What follows belongs to an exercise in optimizing a design on an open flow for small area; a production flow would make more cautious choices. Function was checked by simulation only, so behaviour that the tests miss may differ from the original. The flow treats the clock pin as an ideal source, which a real chip does not have. Power figures rest on the tool's default switching activity, not on a simulated workload.

Setup of v6:
==> flow/design.v (excerpt) <==
module fifo(
    input               clk,
    input               rstn,
    input               input_valid,
    input               output_enable,
    output reg          input_enable,
    output              output_valid,
    input       [15: 0] data_in,
    output reg  [ 7: 0] data_out
);
Size in the first run: about 620 cells after synthesis, roughly 30 I/O pins, about 0.0087 sq mm of cells after synthesis.
make LEC_CHECK=0 CAP_MARGIN=0 CORE_MARGIN=2 CORE_UTILIZATION=60 CTS_BUF_LIST=sky130_fd_sc_hd__clkbuf_8 CTS_CLUSTER_DIAMETER=100 CTS_CLUSTER_SIZE=20 SLEW_MARGIN=0 SYNTH_HIERARCHICAL=1 finish   # period 5.0 ns
run.sh (not shown) runs the stock make flow with config.mk's settings and CLKGATE_MAP_FILE= SYNTH_SCRIPT=/design/flow/synth_recipe.tcl, a recipe that flattens the netlist after the stock synthesis.
v6: PASS, flow complete, no timing, DRC or antenna violations
The following lists how v7 was set up differently from v6:
==> flow/flow/run.sh (new file) <==
#!/bin/bash
# Standard ORFS layout with two changes: port buffers use the smallest buffer
# cell, and CTS builds the clock tree from clkbuf_8 clusters without dummy loads.
set -euo pipefail
cd "$(dirname "$0")/.."
bash standard.sh \
  BUFFER_PORTS_ARGS="-buffer_cell sky130_fd_sc_hd__buf_1" \
  CTS_ARGS="-sink_clustering_enable -repair_clock_nets -dont_use_dummy_load -buf_list sky130_fd_sc_hd__clkbuf_8 -sink_clustering_size 20 -sink_clustering_max_diameter 100" \
  finish > orfs_make.log 2>&1
==> flow/standard.sh (new file) <==
#!/bin/bash
# synth_recipe.tcl (not shown) runs the flow's synth.tcl, then flattens the netlist and writes it again
# the make line also repeats each setting of config.mk as NAME=value (left out here)
make -C /OpenROAD-flow-scripts/flow DESIGN_CONFIG=/design/flow/config.mk WORK_HOME=/design/flow/orfs CLKGATE_MAP_FILE= SYNTH_SCRIPT=/design/flow/synth_recipe.tcl "${@:-finish}"
removed: flow/run.sh
==> run notes <==
Sequential share of cell area, v7 and v6: smaller value in v6. NOTE: synthesis-to-finish area growth in v7 falls short of that of v6. Signal arrival time at the worst endpoint delta for v7 relative to v6: 1.62 ns higher. v7 against v6: smallest hold slack fell by 0.11 ns, total global-route track usage rose by 0.37 points. Total number of cells along the worst setup path: v7 > v6. Compared with v6, v7 shows a lower final area. v7 -> v6: worst-case clock buffer depth delta 0, exact match.

* * *

## run F
Another version of the RTL of fifo (not shown whole).
For scale: ~300 cells after synthesis, ~270 flip-flops, about 30 I/O pins.
make LEC_CHECK=0 CAP_MARGIN=0 CORE_MARGIN=2 CORE_UTILIZATION=60 CTS_BUF_LIST=sky130_fd_sc_hd__clkbuf_8 CTS_CLUSTER_DIAMETER=100 CTS_CLUSTER_SIZE=20 SLEW_MARGIN=0 finish   # period 5.0 ns
Stock flow here: none of the scripts above is used.
Run F: PASS, flow complete, no timing, DRC or antenna violations
### run F -> run Y
- swapping 60 for 40 in CORE_UTILIZATION
- clearing CTS_BUF_LIST, which used to be sky130_fd_sc_hd__clkbuf_8
- clearing CTS_CLUSTER_DIAMETER, which used to be 100
- swapping 0 for 20 in CAP_MARGIN
- clearing CTS_CLUSTER_SIZE, which used to be 20
- swapping 0 for 20 in SLEW_MARGIN
==> run notes <==
- Summary of the comparison: via count is higher in run Y, relative to run F.
- Lower area of all placed cells without fillers was reported by run F, not run Y.
- Die outline area, run F and run Y: smaller value in run F
- [run Y vs run F] routed wire length: higher in run Y
- [run Y] area growth from synthesis to final layout rose 8.6 points relative to run F
- Layout sequential cell count came out exactly the same in run F and run Y.
- Against run F, run Y comes in 20 points lower on initial core utilization.

* * *

fifo, a different RTL version from the one above (not shown whole).
For scale: roughly 630 cells after synthesis, about 270 flip-flops, roughly 30 I/O pins.
==> flow/design.v (excerpt) <==
module fifo(
    input               clk,
    input               rstn,
    input               input_valid,
    input               output_enable,
    output reg          input_enable,
    output              output_valid,
    input       [15: 0] data_in,
    output      [ 7: 0] data_out
);
    wire [15: 0] w [0:16];   
    reg          half;       
    reg  [ 3: 0] cnt;        
    wire wr    = input_valid & input_enable;
    wire rd    = output_enable & ~input_enable;
    wire shift = wr | (rd & half);
    assign output_valid = ~input_enable;
    assign w[16] = data_in;
    genvar k;
    generate
        for (k = 0; k < 16; k = k + 1) begin : g_word
            fifo_word u_word (
                .clk   (clk),
                .shift (shift),
                .hold  (~shift),
                .d     (w[k + 1]),
                .q     (w[k])
            );
        end
    endgenerate
    fifo_out u_out (
        .clk     (clk),
        .load_lo (rd & ~half),
        .load_hi (rd & half),
        .keep    (~rd),
        .lo      (w[0][ 7: 0]),
        .hi      (w[0][15: 8]),
        .q       (data_out)
    );
    always @(posedge clk or negedge rstn) begin
        if (!rstn) begin
            input_enable <= 1'b1;
            half         <= 1'b0;
            cnt          <= 4'd0;
        end else begin
  ...
Settings: LEC_CHECK=0, CAP_MARGIN=0, CORE_MARGIN=2, CORE_UTILIZATION=75, CTS_BUF_LIST=sky130_fd_sc_hd__clkbuf_8, CTS_CLUSTER_DIAMETER=100, CTS_CLUSTER_SIZE=20, PLACE_DENSITY=0.85, SLEW_MARGIN=0, SYNTH_HIERARCHICAL=1; clock period 5.0 ns.
standard.sh (not shown) runs the stock make flow with config.mk's settings and CLKGATE_MAP_FILE= SYNTH_SCRIPT=/design/flow/synth_recipe.tcl, a recipe that flattens the netlist after the stock synthesis.
==> flow/flow/run.sh <==
#!/bin/bash
# Standard ORFS layout with these changes: port buffers use the smallest buffer
# cell, CTS builds the clock tree from clkbuf_8 clusters without dummy loads,
# and cells with spare slack are downsized after CTS.
set -euo pipefail
cd "$(dirname "$0")/.."
bash standard.sh \
  BUFFER_PORTS_ARGS="-buffer_cell sky130_fd_sc_hd__buf_1" \
  CTS_ARGS="-sink_clustering_enable -repair_clock_nets -dont_use_dummy_load -buf_list sky130_fd_sc_hd__clkbuf_8 -sink_clustering_size 20 -sink_clustering_max_diameter 100" \
  POST_CTS_TCL="$PWD/flow/recover.tcl" \
  finish > orfs_make.log 2>&1
==> flow/flow/recover.tcl <==
# Downsize cells on paths with spare setup slack, to save area.
log_cmd repair_timing -recover_power 100
Then changed:
CORE_UTILIZATION = 60   (was 75)
PLACE_DENSITY = unset   (was 0.85)
The changed run completed with no timing, DRC or antenna violations. Clock-buffer cell count is unchanged. Wire length rose by 0.67%. Total power barely changes. Sequential cell count does not change.
Then changed:
==> flow/flow/run.sh (replaced) <==
#!/bin/bash
# Standard ORFS layout with two changes: port buffers use the smallest buffer
# cell, and CTS builds the clock tree from clkbuf_8 clusters without dummy loads.
set -euo pipefail
cd "$(dirname "$0")/.."
bash standard.sh \
  BUFFER_PORTS_ARGS="-buffer_cell sky130_fd_sc_hd__buf_1" \
  CTS_ARGS="-sink_clustering_enable -repair_clock_nets -dont_use_dummy_load -buf_list sky130_fd_sc_hd__clkbuf_8 -sink_clustering_size 20 -sink_clustering_max_diameter 100" \
  finish > orfs_make.log 2>&1
removed: flow/flow/recover.tcl
Via count is about the same.
Power goes up by 0.49%.
Clock-buffer cell count stays the same.
Fmax goes up by 26%.
Setup slack improves by 0.73 ns.
Die area is unchanged.
Design area came out higher by 0.42%.
Core utilization is higher by 0.26 points.
Wire length hardly moves.
Register-to-register slack improves by 0.80 ns.

## separate check: timing with driven ports
No port has a modelled driver above. Below, the same layouts with a new extraction and two added sets of constraints.
Step 1, drivers: a clkbuf_16 drives clk and a buf_2 each remaining input, both assumed.
Step 2 times the ports against the registers' clock, not the clock port: input delays grow and output delays shrink by t, the midpoint of the rising clock arrivals with the driver on.
a / b / c = ideal / step 1 / step 2; a / b = the first two.
run	t, ns	setup WS [ns]	latest minus earliest clock arrival (ns)	pins driven straight from the clock port
v6	0.528	2.362 / 2.326 / 1.927	0.024 / 0.025	1
v7	0.534	2.161 / 2.180 / 1.645	0.039 / 0.039	1
run F	0.530	2.191 / 2.200 / 1.670	0.016 / 0.016	1
run Y	0.546	2.179 / 2.188 / 1.642	0.024 / 0.023	1
the first run of note 3	0.516	1.945 / 1.945 / 1.480	0.034 / 0.035	1
the second run of note 3	0.529	1.519 / 1.519 / 1.050	0.048 / 0.048	1
the third run of note 3	0.530	2.247 / 2.267 / 1.737	0.047 / 0.047	1
After both steps setup and hold are still met in every run listed. For run Y, which loses most, drivers alone change the setup slack by +0.009 ns; drivers and shift together by -0.537 ns.
